From an optimization exercise on the open Yosys and OpenROAD flow, aimed at small area; shortcuts taken in it are not production practice.
Function was checked by simulation only, so behaviour that the tests miss may differ from the original.
Power is estimated from default activity; no workload was simulated. The flow treats the clock pin as an ideal source, which a real chip does not have.

== v30 ==
==> flow/design.v <==
module tpu #(parameter N = 4, parameter K = 8) (
    input  logic s_clk,
    input  logic s_rst_n,
    input  logic s_update,
    input  logic s_in,
    output logic s_out
);
    reg [148:0] pc;
    always @(posedge s_clk)
        pc <= {s_in, pc[148:1]};
    reg [3:0] off;      
    reg [7:0] sc;       
    reg       zf;       
    always @(posedge s_clk) begin
        if (!s_rst_n) begin
            off <= 4'd0;
            sc  <= 8'd0;
            zf  <= 1'b1;
        end else if (s_update) begin
            off <= off + 4'd1;
            sc  <= 8'd0;
        end else if (sc != 8'd134) begin
            sc <= sc + 8'd1;
            if (sc == 8'd133) begin
                off <= 4'd0;
                zf  <= 1'b0;
            end
        end
    end
    wire [2:0] opcode = pc[148:146];
    wire [2:0] regno  = pc[145:143];
    wire dec   = s_rst_n && s_update && (off == 4'd0) && (opcode <= 3'd4);
    wire chain0 = pc[4'd15 - off];
    reg [3:0] ph;
    reg       act;
    reg [2:0] op;
    reg [2:0] rsel;
    reg [2:0] p1;       
    reg [6:0] cnt;
    reg       pnd;
    wire is_rhm = (op == 3'd0);
    wire is_lw  = (op == 3'd1);
    wire is_ls  = (op == 3'd2);
    wire is_mm  = (op == 3'd3);
    wire ph7   = ph[2:0] == 3'd7;
    wire start = ph7 && ((dec && opcode != 3'd4) ||
                         (pnd && (op != 3'd4 || (von && (off == 4'd3 || (off == 4'd2 && s_update))))));
    wire adv = act;
    always @(posedge s_clk) begin
        ph <= ph + 4'd1;
        if ((!s_rst_n && !is_rhm) || start)
            pnd <= 1'b0;
        else if (dec)
            pnd <= 1'b1;
        if (dec) begin
            op   <= opcode;
            rsel <= regno;
            p1   <= ph[2:0];
        end
        cnt <= start ? 7'd0 : cnt + 7'd1;
        if (start)
            act <= 1'b1;
        else if (cnt == 7'd127)
            act <= 1'b0;
    end
    reg wz, sz, mmz;
    always @(posedge s_clk) begin
        if (!s_rst_n) begin
            wz <= 1'b1;
            sz <= 1'b1;
        end else if (dec) begin
            if (opcode == 3'd1) wz <= 1'b0;
            if (opcode == 3'd2) sz <= 1'b0;
        end
        if (dec) mmz <= wz | sz;
    end
    reg [127:0] rf [0:K-1];
    wire [K-1:0] rbot;
    wire rout = rbot[rsel] ^ ph[3];
    reg [3:0]  wt [0:N-1];
    reg [3:0]  wl [0:N-1][1:3];
    reg [3:0]  sl [0:15];                
    wire [3:0] sb;                       
    reg [5:0]  acc;
    wire [2:0] q = cnt[2:0];
    wire       slot = !q[2] && !mmz;     
    wire [5:0] psum = ({2'b0, sb[0] && slot ? wt[0] : 4'd0}
                     + {2'b0, sb[1] && slot ? wt[1] : 4'd0})
                    + ({2'b0, sb[2] && slot ? wt[2] : 4'd0}
                     + {2'b0, sb[3] && slot ? wt[3] : 4'd0});
    wire [6:0] msum = {1'b0, (q == 3'd0) ? 6'd0 : acc} + {1'b0, psum};
    wire       mbit = msum[0];
    always @(posedge s_clk)
        acc <= msum[6:1];
    wire rtap = pc[4'd7 + {1'b0, p1}];
    wire wd = ((act && is_mm) ? mbit : (act && is_rhm) ? rtap : rout) ^ ph[3];
    genvar r, k, m;
    generate
        for (r = 0; r < K; r = r + 1) begin : g_rf
            wire sh = act && rsel == r;
            assign rbot[r] = rf[r][0];
            for (m = 0; m < 128; m = m + 1) begin : g_bit
                always @(posedge s_clk)
                    if (m % 8 != 7)
                        rf[r][m] <= rf[r][m + 1];
                    else if (m == 127)
                        rf[r][m] <= ~(sh ? wd : rf[r][m - 7]);
                    else
                        rf[r][m] <= ~(sh ? rf[r][m + 1] : rf[r][m - 7]);
            end
        end
        for (k = 0; k < N; k = k + 1) begin : g_ws
            wire wld = adv && is_lw && !cnt[2] && cnt[4:3] == k;
            wire wsh = wld || (adv && is_mm && cnt[4:2] == 3'b111);
            always @(posedge s_clk) begin
                if (wsh) wt[k] <= {wl[k][1][0], wt[k][3:1]};
                wl[k][1] <= {wsh ? wl[k][2][0] : wl[k][1][0], wl[k][1][3:1]};
                wl[k][2] <= {wsh ? wl[k][3][0] : wl[k][2][0], wl[k][2][3:1]};
                wl[k][3] <= {wld ? rout : wsh ? wt[k][0] : wl[k][3][0], wl[k][3][3:1]};
            end
            assign sb[k] = sl[4*k + cnt[4:3]][0];
        end
        wire sload = adv && is_ls && !cnt[2];
        for (k = 0; k < 16; k = k + 1) begin : g_sl
            wire sin = (k == 15) ? rout : sl[(k + 1) % 16][0];
            always @(posedge s_clk)
                sl[k] <= {sload ? sin : sl[k][0], sl[k][3:1]};
        end
    endgenerate
    reg von;
    always @(posedge s_clk)
        if (!s_rst_n) von <= 1'b0;
        else if (dec) von <= (opcode == 3'd4);
    wire [2:0] dw = 3'd5 - p1;
    wire [3:0] pw = ph + {1'b0, dw};
    reg  [7:0] low;
    integer i;
    always @(*) begin
        low = 8'd0;
        for (i = 0; i < K; i = i + 1)
            if (rsel == i) low = rf[i][7:0];
    end
    wire wbit = low[dw] ^ pw[3];
    wire ovr = von && off == 4'd3 && !sc[7];
    assign s_out = !zf && (ovr ? wbit : chain0);
endmodule
clock: 6.0 ns
lec_check: 0
cap_margin: 20
core_margin: 2
core_utilization: 40
place_density: 0.6
slew_margin: 20
standard.sh (not shown) runs the stock make flow with config.mk's settings and CLKGATE_MAP_FILE= SYNTH_SCRIPT=/design/flow/synth_recipe.tcl, a recipe that flattens the netlist after the stock synthesis.
==> flow/flow/run.sh <==
#!/bin/bash
# The standard layout, with the clock tree built without dummy loads.
set -euo pipefail
bash standard.sh finish \
  "CTS_ARGS=-sink_clustering_enable -repair_clock_nets -dont_use_dummy_load -sink_clustering_size 30 -sink_clustering_max_diameter 70 -buf_list sky130_fd_sc_hd__clkbuf_16 -root_buf sky130_fd_sc_hd__clkbuf_8 -tree_buf sky130_fd_sc_hd__clkbuf_8" \
  > make_finish.log 2>&1
Per the final summary, v30 finished and its layout is clean on timing, DRC and antenna.
## Diff of input files: v44 against v30
==> flow/flow/run.sh <==
#!/bin/bash
# The standard layout, with the clock tree built without dummy loads.
set -euo pipefail
bash standard.sh finish \
  "CTS_ARGS=-sink_clustering_enable -repair_clock_nets -dont_use_dummy_load -sink_clustering_size 32 -sink_clustering_max_diameter 80 -buf_list sky130_fd_sc_hd__clkbuf_16 -root_buf sky130_fd_sc_hd__clkbuf_8 -tree_buf sky130_fd_sc_hd__clkbuf_8" \
  > make_finish.log 2>&1
Findings:
For the clock share of power, v44 came in 0.7 points lower than v30 did.
Cmp v44 and v30 / amount of wire on met2 after detailed routing / higher: v30
Fraction of synthesis flops using an asynchronous set or reset pin came out exactly the same in v44 and v30.
Here is what was changed in the inputs of v22 compared with v44.
==> flow/flow/run.sh <==
#!/bin/bash
# The standard layout, with the clock tree built without dummy loads.
set -euo pipefail
bash standard.sh finish \
  "CTS_ARGS=-sink_clustering_enable -repair_clock_nets -dont_use_dummy_load -sink_clustering_size 36 -sink_clustering_max_diameter 90 -buf_list sky130_fd_sc_hd__clkbuf_16 -root_buf sky130_fd_sc_hd__clkbuf_8 -tree_buf sky130_fd_sc_hd__clkbuf_8" \
  > make_finish.log 2>&1
Findings:
v22: PASS, flow complete, no timing, DRC or antenna violations. In v22, final clock period utilization by the worst path is lower than in v44. Setup WNS v44 -> v22: better. Per-cell via count in the routed design in v22 is 0.016 above v44. Looking at clock period minus final worst setup slack, v22 sits 0.047 ns lower than v44 does. Diff v44..v22 | worst stage delay on the critical path | negligible. v44 → v22: register-to-register setup slack went up 0.03 ns; first-pass GRT wire length held; fmax went up 0.0017 GHz; detailed-route wire length per cell held.

---

Setup of 08-09:
Another version of the RTL of tpu (not shown whole).
For scale: ~1600 cells after synthesis, about 1300 flip-flops, ~5 I/O pins, roughly 40000 µm² of cells after synthesis.
clock: 6.0 ns
lec_check: 0
cap_margin: 20
core_margin: 2
core_utilization: 40
place_density: 0.6
slew_margin: 20
==> flow/flow/run.sh <==
#!/bin/bash
# The standard layout, with the clock tree built without dummy loads.
set -euo pipefail
bash standard.sh finish \
  "CTS_ARGS=-sink_clustering_enable -repair_clock_nets -dont_use_dummy_load -sink_clustering_size 36 -sink_clustering_max_diameter 60 -buf_list sky130_fd_sc_hd__clkbuf_16" \
  > make_finish.log 2>&1
Input-level comparison between 02-28 and 08-09:
==> flow/run.sh (new file) <==
#!/bin/bash
# synth_recipe.tcl (not shown) runs the flow's synth.tcl, then flattens the netlist and writes it again
# the make line also repeats each setting of config.mk as NAME=value (left out here)
make -C /OpenROAD-flow-scripts/flow DESIGN_CONFIG=/design/flow/config.mk WORK_HOME=/design/flow/orfs CLKGATE_MAP_FILE= SYNTH_SCRIPT=/design/flow/synth_recipe.tcl finish
diff --git a/flow/config.mk b/flow/config.mk
--- a/flow/config.mk
+++ b/flow/config.mk
@@ -10,0 +11,3 @@
+export CTS_BUF_LIST = sky130_fd_sc_hd__clkbuf_16
+export CTS_CLUSTER_DIAMETER = 80
+export CTS_CLUSTER_SIZE = 32
removed: flow/flow/run.sh
removed: flow/standard.sh
[summary]
02-28 against 08-09: slew at the pin closest to its max-slew limit +0.013 ns; final critical-path required period +0.030 ns; setup slack -0.030 ns; wire length on met2 ~0 delta. Looking at global-route wire length before repair, 02-28 sits 1000 µm lower than 08-09 does. Summary of 02-28 over 08-09: leakage power of the design down about 0.44%; maximum frequency now smaller; critical path depth did not really move; detailed-route via count lost 73. Taking 08-09 as the reference, in 02-28 fraction of layout cells with a size suffix above 1 lost 0.41 points, utilization lost 0.25 points.

---

Setup of red:
Starting RTL as in the previous note.
clock: 6.0 ns
lec_check: 0
cap_margin: 20
core_margin: 2
core_utilization: 40
place_density: 0.6
slew_margin: 20
==> flow/flow/run.sh <==
#!/bin/bash
# The standard layout, with the clock tree built without dummy loads.
set -euo pipefail
bash standard.sh finish \
  "CTS_ARGS=-sink_clustering_enable -repair_clock_nets -dont_use_dummy_load -sink_clustering_size 32 -sink_clustering_max_diameter 80 -buf_list sky130_fd_sc_hd__clkbuf_16" \
  > make_finish.log 2>&1
Setup changes, red to blue
==> flow/flow/run.sh <==
#!/bin/bash
# The standard layout, with the clock tree built without dummy loads.
set -euo pipefail
bash standard.sh finish \
  "CTS_ARGS=-sink_clustering_enable -repair_clock_nets -dont_use_dummy_load -sink_clustering_size 30 -sink_clustering_max_diameter 90 -buf_list sky130_fd_sc_hd__clkbuf_16" \
  > make_finish.log 2>&1
==> comparison <==
blue went all the way through the flow, and no timing, DRC or antenna check failed. red finished every stage and its layout cleared the timing, DRC and antenna checks. blue vs. red: post-layout net count held steady, average wire per cell in the routed design went down, post-route clock period utilization went down 0.60 points, final cell count closely matched the old numbers. Sum of routed wire length over all layers in blue is 0.59% below red.
--- input diff blue..green ---
# blue
export LEC_CHECK = 0
export CAP_MARGIN = 20
export CORE_MARGIN = 2
export CORE_UTILIZATION = 40
export PLACE_DENSITY = 0.6
export SLEW_MARGIN = 20
create_clock -name core_clock -period 6.0 [get_ports {s_clk}]
# green
export LEC_CHECK = 0
export CAP_MARGIN = 20
export CORE_MARGIN = 2
export CORE_UTILIZATION = 60
export PLACE_DENSITY = 0.75
export SLEW_MARGIN = 20
create_clock -name core_clock -period 6.0 [get_ports {s_clk}]
==> flow/flow/run.sh <==
#!/bin/bash
# The standard layout, with the clock tree built without dummy loads.
set -euo pipefail
bash standard.sh finish \
  "CTS_ARGS=-sink_clustering_enable -repair_clock_nets -dont_use_dummy_load -sink_clustering_size 32 -sink_clustering_max_diameter 80 -buf_list sky130_fd_sc_hd__clkbuf_16" \
  > make_finish.log 2>&1
--- outcome ---
[diff] clock tree skew after final layout, green relative to blue: improvement. Total wirelength of the detailed-routed design | green above blue. Non-clock buffer count came out lower on green than on blue. Summary — global-route usage, green relative to blue: higher, by 5.1 points. No stage failed in green, and the final checks on the layout all came back clean.
Input changes introduced in orange (baseline for comparison: green):
# green
export LEC_CHECK = 0
export CAP_MARGIN = 20
export CORE_MARGIN = 2
export CORE_UTILIZATION = 60
export PLACE_DENSITY = 0.75
export SLEW_MARGIN = 20
create_clock -name core_clock -period 6.0 [get_ports {s_clk}]
# orange
export LEC_CHECK = 0
export CAP_MARGIN = 20
export CORE_MARGIN = 2
export CORE_UTILIZATION = 40
export PLACE_DENSITY = 0.6
export SLEW_MARGIN = 20
create_clock -name core_clock -period 6.0 [get_ports {s_clk}]
==> flow/flow/run.sh <==
#!/bin/bash
# The standard layout, with the clock tree built without dummy loads.
set -euo pipefail
bash standard.sh finish \
  "CTS_ARGS=-sink_clustering_enable -repair_clock_nets -dont_use_dummy_load -sink_clustering_size 24 -sink_clustering_max_diameter 80 -buf_list sky130_fd_sc_hd__clkbuf_8 sky130_fd_sc_hd__clkbuf_16" \
  > make_finish.log 2>&1
[summary]
- orange terminated abnormally: 4_1_cts reported STA-0564.
- Reported for green and orange, mean instance size in the synthesized netlist turned out identical to the last digit.
- Reported for green and orange, top-level port count turned out identical to the last digit.
- Diff green -> orange: post-detailed-placement half-perimeter wirelength has decreased; adder-cell share of the synthesized area saw little to no change; number of buffers inserted by port buffering roughly the same; final weighted congestion in routability-driven placement has increased; sequential-to-total area share from yosys stat essentially unchanged.
- Relative to green, number of instances in the placed design increased by 436 in orange.

---

Starting RTL as in the previous note.
Settings: LEC_CHECK=0, CAP_MARGIN=20, CORE_MARGIN=2, CORE_UTILIZATION=40, PLACE_DENSITY=0.6, SLEW_MARGIN=20; clock period 6.0 ns.
==> flow/flow/run.sh <==
#!/bin/bash
# The standard layout, with the clock tree built without dummy loads.
set -euo pipefail
bash standard.sh finish \
  "CTS_ARGS=-sink_clustering_enable -repair_clock_nets -dont_use_dummy_load -sink_clustering_size 32 -sink_clustering_max_diameter 80 -buf_list sky130_fd_sc_hd__clkbuf_16 -root_buf sky130_fd_sc_hd__clkbuf_8 -tree_buf sky130_fd_sc_hd__clkbuf_8" \
  > make_finish.log 2>&1
Rerun with:
==> flow/flow/run.sh (replaced) <==
#!/bin/bash
# The standard layout, with the clock tree built without dummy loads.
set -euo pipefail
bash standard.sh finish \
  "CTS_ARGS=-sink_clustering_enable -repair_clock_nets -dont_use_dummy_load -sink_clustering_size 32 -sink_clustering_max_diameter 80 -buf_list sky130_fd_sc_hd__clkbuf_16" \
  > make_finish.log 2>&1
--- a/flow/config.mk
+++ b/flow/config.mk
@@ -10,2 +10,2 @@
-export CORE_UTILIZATION = 40
-export PLACE_DENSITY = 0.6
+export CORE_UTILIZATION = 50
+export PLACE_DENSITY = 0.7
=>
- cell area is lower by 0.63%
- total power hardly moves
- cell count went down by 8.1%
- worst setup slack gets worse by 0.11 ns
Rerun with:
--- a/flow/config.mk
+++ b/flow/config.mk
@@ -10,2 +10,3 @@
-export CORE_UTILIZATION = 50
-export PLACE_DENSITY = 0.7
+export CORE_UTILIZATION = 40
+export GPL_TIMING_DRIVEN = 0
+export PLACE_DENSITY = 0.6
Result:
- setup slack loses 0.073 ns
- utilization fell by 9.7 points
- wire length is higher by 3.1%
- global-route usage fell by 1.9 points
- maximum frequency decreases by 1.6%
- register-to-register slack is worse by 0.07 ns
- non-clock buffer count is higher by 26
- combinational power rose by 29%
- worst hold slack improves by 0.044 ns
- area after synthesis stays the same

---

the reference run:
tpu, a different RTL version from the one above (not shown whole).
For scale: ~1600 cells after synthesis, roughly 1300 flip-flops, ~5 I/O pins, about 40000 sq um of cells after synthesis.
export LEC_CHECK = 0
export CAP_MARGIN = 20
export CORE_MARGIN = 2
export CORE_UTILIZATION = 40
export PLACE_DENSITY = 0.6
export SLEW_MARGIN = 20
create_clock -name core_clock -period 6.0 [get_ports {s_clk}]
==> flow/flow/run.sh <==
#!/bin/bash
# The standard layout, with the clock tree built without dummy loads.
set -euo pipefail
bash standard.sh finish \
  "CTS_ARGS=-sink_clustering_enable -repair_clock_nets -dont_use_dummy_load -sink_clustering_size 16 -sink_clustering_max_diameter 60 -buf_list sky130_fd_sc_hd__clkbuf_8" \
  > make_finish.log 2>&1
The flow did not stop early for the reference run: all stages ran, and the layout cleared the timing, DRC and antenna checks.
> inputs changed (the reference run -> the trial run)
==> flow/flow/run.sh <==
#!/bin/bash
# The standard layout, with the clock tree built without dummy loads.
set -euo pipefail
bash standard.sh finish \
  "CTS_ARGS=-sink_clustering_enable -repair_clock_nets -dont_use_dummy_load -sink_clustering_size 32 -sink_clustering_max_diameter 80 -buf_list sky130_fd_sc_hd__clkbuf_16" \
  > make_finish.log 2>&1
- The trial run completed end to end with timing, DRC and antenna clean.
- Between the reference run and the trial run, the final standard cell area without fillers does not differ in any meaningful way.
- The share of cell area taken by flip-flops and latches was comparable across the reference run and the trial run.
- Count of inserted antenna diode cells: the trial run lower than the reference run
- The trial run vs. the reference run: first-pass GRT wire length fell by 2.5%; data required time at the worst endpoint fell by 50 ps.
- Per the comparison of the trial run with the reference run, worst-skew pair later-pin latency shrank by 70 ps, total power held steady, count of nets after finishing shrank by 2.6%, core utilization held steady.
- Between the reference run and the trial run, post-route worst setup slack is higher for the reference run, the trial run comes in under that.

-- afterwards: timing with drivers on the ports --
Ports are ideal in the flow. The routed layouts listed here were re-timed in OpenROAD.
Step 1, drivers: a clkbuf_16 drives s_clk and a buf_2 each remaining input, both assumed.
Step 2, shift: input delay + t, output delay - t, t = (earliest + latest rising clock arrival at the registers) / 2. This alone moves slack from input paths to output paths.
a / b / c = ideal / step 1 / step 2; a / b = the first two.
run | t, ns | setup WS [ns] | clock arrival spread, ns | worst register clock-pin slew, ns | cell pins on the clock port's net
v30 | 0.784 | 0.770 / 0.715 / 1.500 | 0.115 / 0.115 | 0.11 / 0.11 | 1
v44 | 0.762 | 0.735 / 0.679 / 1.441 | 0.089 / 0.089 | 0.11 / 0.11 | 1
v22 | 0.748 | 0.782 / 0.724 / 1.473 | 0.103 / 0.103 | 0.12 / 0.12 | 1
08-09 | 0.661 | 1.768 / 1.768 / 1.768 | 0.105 / 0.106 | 0.12 / 0.12 | 1
02-28 | 0.684 | 1.738 / 1.738 / 1.738 | 0.046 / 0.046 | 0.12 / 0.12 | 1
red | 0.661 | 1.756 / 1.756 / 1.756 | 0.075 / 0.075 | 0.11 / 0.11 | 1
blue | 0.659 | 1.791 / 1.791 / 1.791 | 0.098 / 0.098 | 0.11 / 0.11 | 1
green | 0.643 | 1.590 / 1.590 / 1.590 | 0.113 / 0.113 | 0.12 / 0.12 | 1
the first run of note 4 | 0.781 | 1.743 / 1.684 / 1.743 | 0.096 / 0.097 | 0.11 / 0.11 | 1
the second run of note 4 | 0.671 | 1.635 / 1.635 / 1.635 | 0.113 / 0.113 | 0.11 / 0.11 | 1
the third run of note 4 | 0.645 | 1.562 / 1.562 / 1.562 | 0.118 / 0.118 | 0.11 / 0.11 | 1
the reference run | 0.731 | 1.592 / 1.592 / 1.592 | 0.101 / 0.101 | 0.10 / 0.10 | 1
the trial run | 0.660 | 1.582 / 1.582 / 1.582 | 0.092 / 0.092 | 0.11 / 0.11 | 1
After both steps setup and hold are still met in every run listed.
